Background: an optimization exercise with open tools, aiming at small area. Do not read the settings as production practice. In this exercise RTL edits were held to simulation tests only and were not proved equivalent to the original. No activity file was given, so power comes from the tool's default toggle rates.

==> flow/design.v <==
module SimpleSend(dataOut,Ready2Go,Seg,Anode,Go,clk,reset);
  output dataOut, Ready2Go;
  output [0:6] Seg;
  output [3:0] Anode;
  input Go, clk, reset;
  reg        W;         
  reg [2:0]  P;         
  reg [15:0] C1;        
  reg        FL, WN;    
  reg [19:0] C2;        
  reg [2:0]  Lvl;
  reg [15:0] D;         
  reg [1:0]  Q;
  reg [2:0]  j;
  reg [1:0]  y;
  reg        h;
  reg [1:0]  kb;
  reg [6:0]  ph;
  reg [2:0]  rp;        
  reg [2:0]  col;       
  wire Run = !FL & !WN;
  reg [3:0] N;
  always @(*)
    case (Lvl)
      3'd0:    N = 4'd14;
      3'd1:    N = 4'd8;
      3'd2:    N = 4'd6;
      3'd3:    N = 4'd4;
      3'd4:    N = 4'd3;
      default: N = 4'd12;
    endcase
  wire top = (C1[15:12] == N);
  always @(posedge clk)
    if (reset) begin
      W <= 1'b0; P <= 3'd0;
    end else if (Go || top) begin
      if (W) begin
        if (Run) begin W <= 1'b0; P <= 3'd0; end
      end else if (Go) begin
        if (P[1:0] == 2'b10) W <= 1'b1;
      end else
        P <= P + 3'd1;
    end
  wire [15:0] C1i, Di;
  wire [19:0] C2i;
  wire [6:0]  phi;
  wire        phc;
  Inc #(16) i_c1 (C1, Run,  C1i, );
  Inc #(20) i_c2 (C2, 1'b1, C2i, );
  Inc #(16) i_d  (D,  1'b1, Di,  );
  always @(posedge clk)
    if (reset || top) C1 <= 16'd0;
    else C1 <= C1i;
  wire fend = C2[19];
  always @(posedge clk)
    if (reset || !FL || fend) C2 <= 20'd0;
    else C2 <= C2i;
  always @(posedge clk)
    if (reset) begin
      FL <= 1'b0; WN <= 1'b0; Lvl <= 3'd0;
    end else begin
      if (fend) Lvl <= W ? Lvl + 3'd1 : 3'd0;
      if (FL) begin
        if (fend) FL <= 1'b0;
      end else if (!WN) begin
        if (Lvl == 3'd5) WN <= 1'b1;
        else if (Go) FL <= 1'b1;
      end
    end
  wire off     = FL & C2[15];
  wire Refresh = C1[12] | C2[14];
  wire idle  = (Q == 2'd0) & !ph[0];
  wire cin   = (Q != 2'd0) | ph[0] | Refresh;
  Inc #(7) i_ph (ph, cin, phi, phc);
  wire ckb   = phc & kb[1] & kb[0];
  wire ch    = ckb & h;
  wire cy    = ch & y[1];           
  wire cj    = cy & j[2];           
  wire allDone = (Q == 2'd3) & j[2] & kb[1] & kb[0] & ph[6] & ph[2];
  wire setIdle = reset | allDone;
  always @(posedge clk)
    if (setIdle) begin
      Q <= 2'd0; j <= 3'd4; y <= 2'd2; h <= 1'b1; kb <= 2'd3; ph <= 7'd126;
    end else begin
      Q  <= Q + cj;
      ph <= phi;
      if (phc) kb <= kb + 2'd1;
      if (ckb) h <= !h;
      if (ch)  y <= {y[0], !y[1] & !y[0]};
      if (cy)  j <= j[2] ? 3'd0 : j + 3'd1;
    end
  reg [2:0] pos;
  always @(*)
    case (P)
      3'd0: pos = 3'd0;
      3'd1: pos = 3'd1;
      3'd2: pos = 3'd2;
      3'd3: pos = 3'd3;
      3'd4: pos = 3'd4;
      3'd5: pos = 3'd3;
      3'd6: pos = 3'd2;
      default: pos = 3'd1;
    endcase
  reg [2:0] lcol;
  always @(*)
    case (Lvl)
      3'd0: lcol = 3'b100;    
      3'd1: lcol = 3'b010;    
      3'd2: lcol = 3'b011;    
      3'd3: lcol = 3'b001;    
      3'd4: lcol = 3'b101;    
      default: lcol = 3'b000;
    endcase
  always @(posedge clk)
    if (Q == 2'd0) begin
      rp  <= (off || W) ? 3'd7 : pos;
      col <= off ? 3'b000 : lcol;
    end
  wire cx = col[2], cg = col[1], cb = col[0];
  wire isRed = (j == rp);
  wire isOff = j[1] & !j[0] & !(rp[2] & rp[1]);      
  wire G = cg | (cx & !cb & !kb[1] & kb[0]);
  wire R = cx & (!cb | (!kb[1] & !kb[0]));
  wire theBit = isRed ? y[0] : !isOff & (y[1] ? cb : y[0] ? R : G);
  wire lt36 = !ph[6] & !(ph[5] & (ph[4] | ph[3] | ph[2]));
  wire lt92 = !(ph[6] & (ph[5] | (ph[4] & ph[3] & ph[2])));
  assign dataOut  = (Q == 2'd1) & (theBit ? lt92 : lt36);
  assign Ready2Go = idle;
  always @(posedge clk)
    if (reset) D <= 16'd0;
    else D <= Di;
  wire [1:0] Sel = {D[9] ^ (D[8] & D[7]), D[8] ^ D[7]};
  wire blink = (Lvl == 3'd5) & D[15];
  wire [2:0] Dig = (Sel == 2'd1) ? Lvl : 3'd0;
  reg [3:0] an;
  always @(*)
    case (Sel)
      2'd0: an = 4'b1111;
      2'd1: an = 4'b1011;
      2'd2: an = 4'b1101;
      default: an = 4'b1110;
    endcase
  assign Anode = blink ? 4'b1111 : an;
  reg [0:6] sg;
  always @(*)
    case (Dig)
      3'd0: sg = 7'b000_0001;
      3'd1: sg = 7'b100_1111;
      3'd2: sg = 7'b001_0010;
      3'd3: sg = 7'b000_0110;
      3'd4: sg = 7'b100_1100;
      3'd5: sg = 7'b010_0100;
      default: sg = 7'b111_1111;
    endcase
  assign Seg = D[8] ? 7'b111_1111 : sg;
endmodule
module Inc #(parameter W = 8) (input [W-1:0] q, input ci, output [W-1:0] n, output co);
  wire [W:0] c;
  assign c[0] = ci;
  genvar i;
  generate for (i = 0; i < W; i = i + 1) begin : g
    assign n[i]   = q[i] ^ c[i];
    assign c[i+1] = q[i] & c[i];
  end endgenerate
  assign co = c[W];
endmodule
==> flow/run.sh <==
#!/bin/bash
# synth_recipe.tcl (not shown) runs the flow's synth.tcl, then flattens the netlist and writes it again
# the make line also repeats each setting of config.mk as NAME=value (left out here)
make -C /OpenROAD-flow-scripts/flow DESIGN_CONFIG=/design/flow/config.mk WORK_HOME=/design/flow/orfs CLKGATE_MAP_FILE= SYNTH_SCRIPT=/design/flow/synth_recipe.tcl finish
==> flow/config.mk <==
export PLATFORM = sky130hd
export DESIGN_NAME = SimpleSend
export DESIGN_NICKNAME = SimpleSend
export VERILOG_FILES = /design/flow/design.v
export SDC_FILE = /design/flow/constraint.sdc
export NUM_CORES = 4
export LEC_CHECK = 0
export CAP_MARGIN = 20
export CORE_MARGIN = 2
export CORE_UTILIZATION = 40
export SLEW_MARGIN = 20
==> flow/constraint.sdc <==
create_clock -name core_clock -period 10.0 [get_ports {clk}]
set_input_delay 2.0000 -clock core_clock [delete_from_list [all_inputs] [get_ports {clk}]]
set_output_delay 2.0000 -clock core_clock [all_outputs]
set_load 0.01 [all_outputs]
==> results.txt <==
cell type report:
class | instances | area [um2] | area share
multi-input combinational | 259 | 2081 | 0.4760
sequential | 84 | 1742 | 0.3984
tap | 133 | 166.4 | 0.03807
timing repair buffer | 16 | 155.1 | 0.03549
clock buffer | 10 | 137.6 | 0.03148
clock inverter | 6 | 45.04 | 0.01030
inverter | 12 | 45.04 | 0.01030
cells by family (layout without fill, tap and decap cells):
kind of cell	count (synthesis)	in the layout
DFF	84	84
AOI/OAI and AO/OA	50	50
xor gates and xnor gates	12	12
muxes	3	3
and+or+nand+nor	126	126
buffers and inverters	26	44
adders and majority gates	67	67
other	1	1
layout by cell type, fill, tap and decap left out, types with 5 or more instances in the layout:
cell,n
dfxtp_1,78
ha_1,67
and2_1,37
nor2b_1,19
nor2_1,19
clkdlybuf4s50_1,14
nand2_1,13
inv_1,12
xnor2_1,10
nand2b_1,10
a21oi_1,10
clkbuf_8,10
nor3_1,9
nand3_1,7
o21ai_0,7
edfxtp_1,6
o21bai_1,5
critical path, cell delays in order, from the launching register on:
cell and delay, ns:
dfxtp_1 0.34, inv_1 0.08, ha_1 0.15, nor2b_1 0.04, o32ai_1 0.11, a221oi_1 0.11
o32ai_1 0.39, nand2_1 0.11, a2111oi_2 0.36, clkdlybuf4s50_1 0.59
stage by stage:
stage	hold WS, ns	worst slack (ns)	total power, mW	area (um2)
2_1_floorplan	0.3984	6.291	0.3678	3934
3_3_place_gp	0.4072	5.742	0.3722	4182
3_5_place_dp	0.4177	5.716	0.3727	4182
4_1_cts	0.4298	5.322	0.5955	4364
5_1_grt	0.4514	5.108	0.6116	4372
6_report	0.4260	5.377	0.5852	4372
sequential cells by signal, summed over array words and instances, names as in the netlist:
| name | count |
|---|---|
| rp | 3 |
| kb | 2 |
| j | 3 |
| Lvl | 3 |
| FL | 1 |
| D | 16 |
| h | 1 |
| col | 3 |
| y | 2 |
| C2 | 20 |
| WN | 1 |
| P | 3 |
| W | 1 |
| C1 | 16 |
| ph | 7 |
| Q | 2 |
metal layers:
| metal | vias up | track usage |
|---|---|---|
| met5 | - | 0 |
| met4 | 0 | 0.06073 |
| met3 | 7 | 0.02621 |
| met2 | 14 | 0.2063 |
| met1 | 1128 | 0.1484 |
| li1 | 1293 | - |
report_power, final:
| group | total [mW] | internal [mW] | switching, mW |
|---|---|---|---|
| Sequential | 0.346 | 0.343 | 0.00267 |
| Clock | 0.221 | 0.0989 | 0.122 |
| Combinational | 0.0189 | 0.00781 | 0.0111 |
| Total | 0.585 | 0.450 | 0.136 |
path summary, 6_finish.rpt:
check | to | slack, ns | cells past startpoint | start
worst min register to register | C2[0] | 0.43 | 1 | C2[0]
worst max register to register | C2[18] | 6.11 | 19 | C2[0]
worst max-delay path | dataOut | 5.38 | 9 | kb[0]
worst min-delay path | C2[0] | 0.43 | 1 | C2[0]
==> results.py <==
metrics = {
    "status": {
        "outcome": "no timing/DRC/antenna violations",
    },
    "drt": {
        "wl_met1_mm": 2.754,
        "vias": 2442,
        "drc_errors": 0,
        "antenna_left": 0,
        "wirelength_mm": 5.597,
        "highest-signal-layer": "met4",
        "drt_iter0_drc": 42,
        "met2_wirelength_mm": 2.624,
        "wl_met3_um": 102,
        "vias_per_cell": 4.696,
        "avgRoutedWirePerCell_um": 10.76,
        "dr.pass1.iters": 5,
    },
    "logic_synthesis": {
        "muxShareOfSynthArea": 0.008588,
        "synth_top_family_by_area": "adder cells",
        "netlist_area_um2": 3934,
        "synth-main-ff-cell": "dfxtp_1",
        "post-synth-top-count-cell": "dfxtp_1",
        "synth_edf_count": 6,
        "synth_compound_area_frac": 0.09574,
        "synth-xor-area-share": 0.03053,
        "synth_seq_area_share": 0.4427,
        "synth_nets": 439,
        "synth_area_leaders": "dfxtp_1, ha_1, and2_1, edfxtp_1, nor2b_1",
        "async_flop_share": 0,
        "synthSimpleGateAreaFrac": 0.1781,
        "synth_seq_cells": 84,
        "synth_common_cells": "dfxtp_1, ha_1, and2_1",
        "synth_top_cell_by_area": "dfxtp_1",
        "synth_top_area_share": 0.3969,
        "yosys_warnings": 1,
        "ys_types": 50,
        "synthAdderAreaFrac": 0.2131,
        "synthCells": 369,
        "avgSynthCellArea_um2": 10.66,
    },
    "clocking": {
        "clockBufferDepth": 2,
        "clock_latency_ns": 0.34,
        "cts_sinks": 84,
        "cts-root-buf": "clkbuf_8",
        "cts_made_buffers": 9,
        "cts.hold.buffers_added": 0,
        "ctsResizeCount": 0,
        "post_cts_buffers": 0,
        "htreeDepth": 3,
        "clk_transition_reported_paths_ns": 0.09,
        "tritoncts": "yes",
    },
    "cells_and_area": {
        "stdcell_count": 520,
        "fillers": 929,
        "layout-drive-gt1-share": 0.08010,
        "fin_nets": 452,
        "diodes": 0,
        "area_growth_pct": 11.13,
        "finish.utilization": 0.4535,
    },
    "die": {
        "die_x_um": 103.2,
        "top_level_ports": 16,
        "initial_core_util": 0.4081,
        "design.die.area_um2": 10640,
        "std_cell_rows": 36,
        "core_area_um2": 9639,
        "die_height_um": 103.2,
    },
    "global_routing": {
        "grt_max_degree": 30,
        "antenna_found_initial": 0,
        "grt_pass1_wl_mm": 10.19,
        "grt_overflow": 0,
        "grt_usage": 0.1224,
        "first_global_vias": 2358,
    },
    "sta": {
        "rsz0062_at_grt": "false",
        "max_freq_mhz": 216.3,
        "period_minus_slack_ns": 4.623,
        "setup_violations": 0,
        "hold_viol_final": 0,
        "tightest_slew_ns": 0.6290,
        "report.final.slew_viol_count": 0,
        "skew_ns": 0.01298,
        "slew_headroom": 0.5807,
        "fin_crit_sh": 0.4623,
        "tns_ns": 0,
    },
    "placement": {
        "dp.final_hpwl_mm": 3.987,
        "finalWeightedCongestion": 0.7959,
        "numPortBuffers": 14,
        "dp.cells": 504,
    },
    "setup_path": {
        "crit_arrival_ns": 2.62,
        "cp_max_fo": 3,
        "crit_type": "flip-flop to output pin",
        "startpoint_type": "flip-flop",
        "cp-end-kind": "output pin",
        "critPathRequiredTime_ns": 8.00,
    },
    "power": {
        "leakagePower_nw": 2.013,
        "powerDensity_nw_per_um2": 133.9,
        "ir_drop_mv": 0.07771,
    },
    "flow_run": {
        "cap_violations": 0,
    },
    "min_path": {
        "hp-class": "flip-flop to flip-flop",
    },
}

-- re-timing with driven ports --
In the flow no input, the clock included, has a driving cell. The finished layout below was timed again as built, in two steps.
Step 1 assumes that a clkbuf_16 drives the clock port and a buf_2 every other input.
Step 2, shift: input delay + t, output delay - t, t = (earliest + latest rising clock arrival at the registers) / 2. This alone moves slack from input paths to output paths.
Three values: no drivers, after step 1, after step 2; two values: the first two.
t, ns: 0.370
setup WS [ns]: 5.377 / 5.345 / 5.715
hold slack, ns: 0.426 / 0.426 / 0.426
latest minus earliest clock arrival (ns): 0.014 / 0.015
After both steps this run still meets setup and hold. The setup slack of this run moves by -0.032 ns with the drivers and by +0.338 ns with both steps.
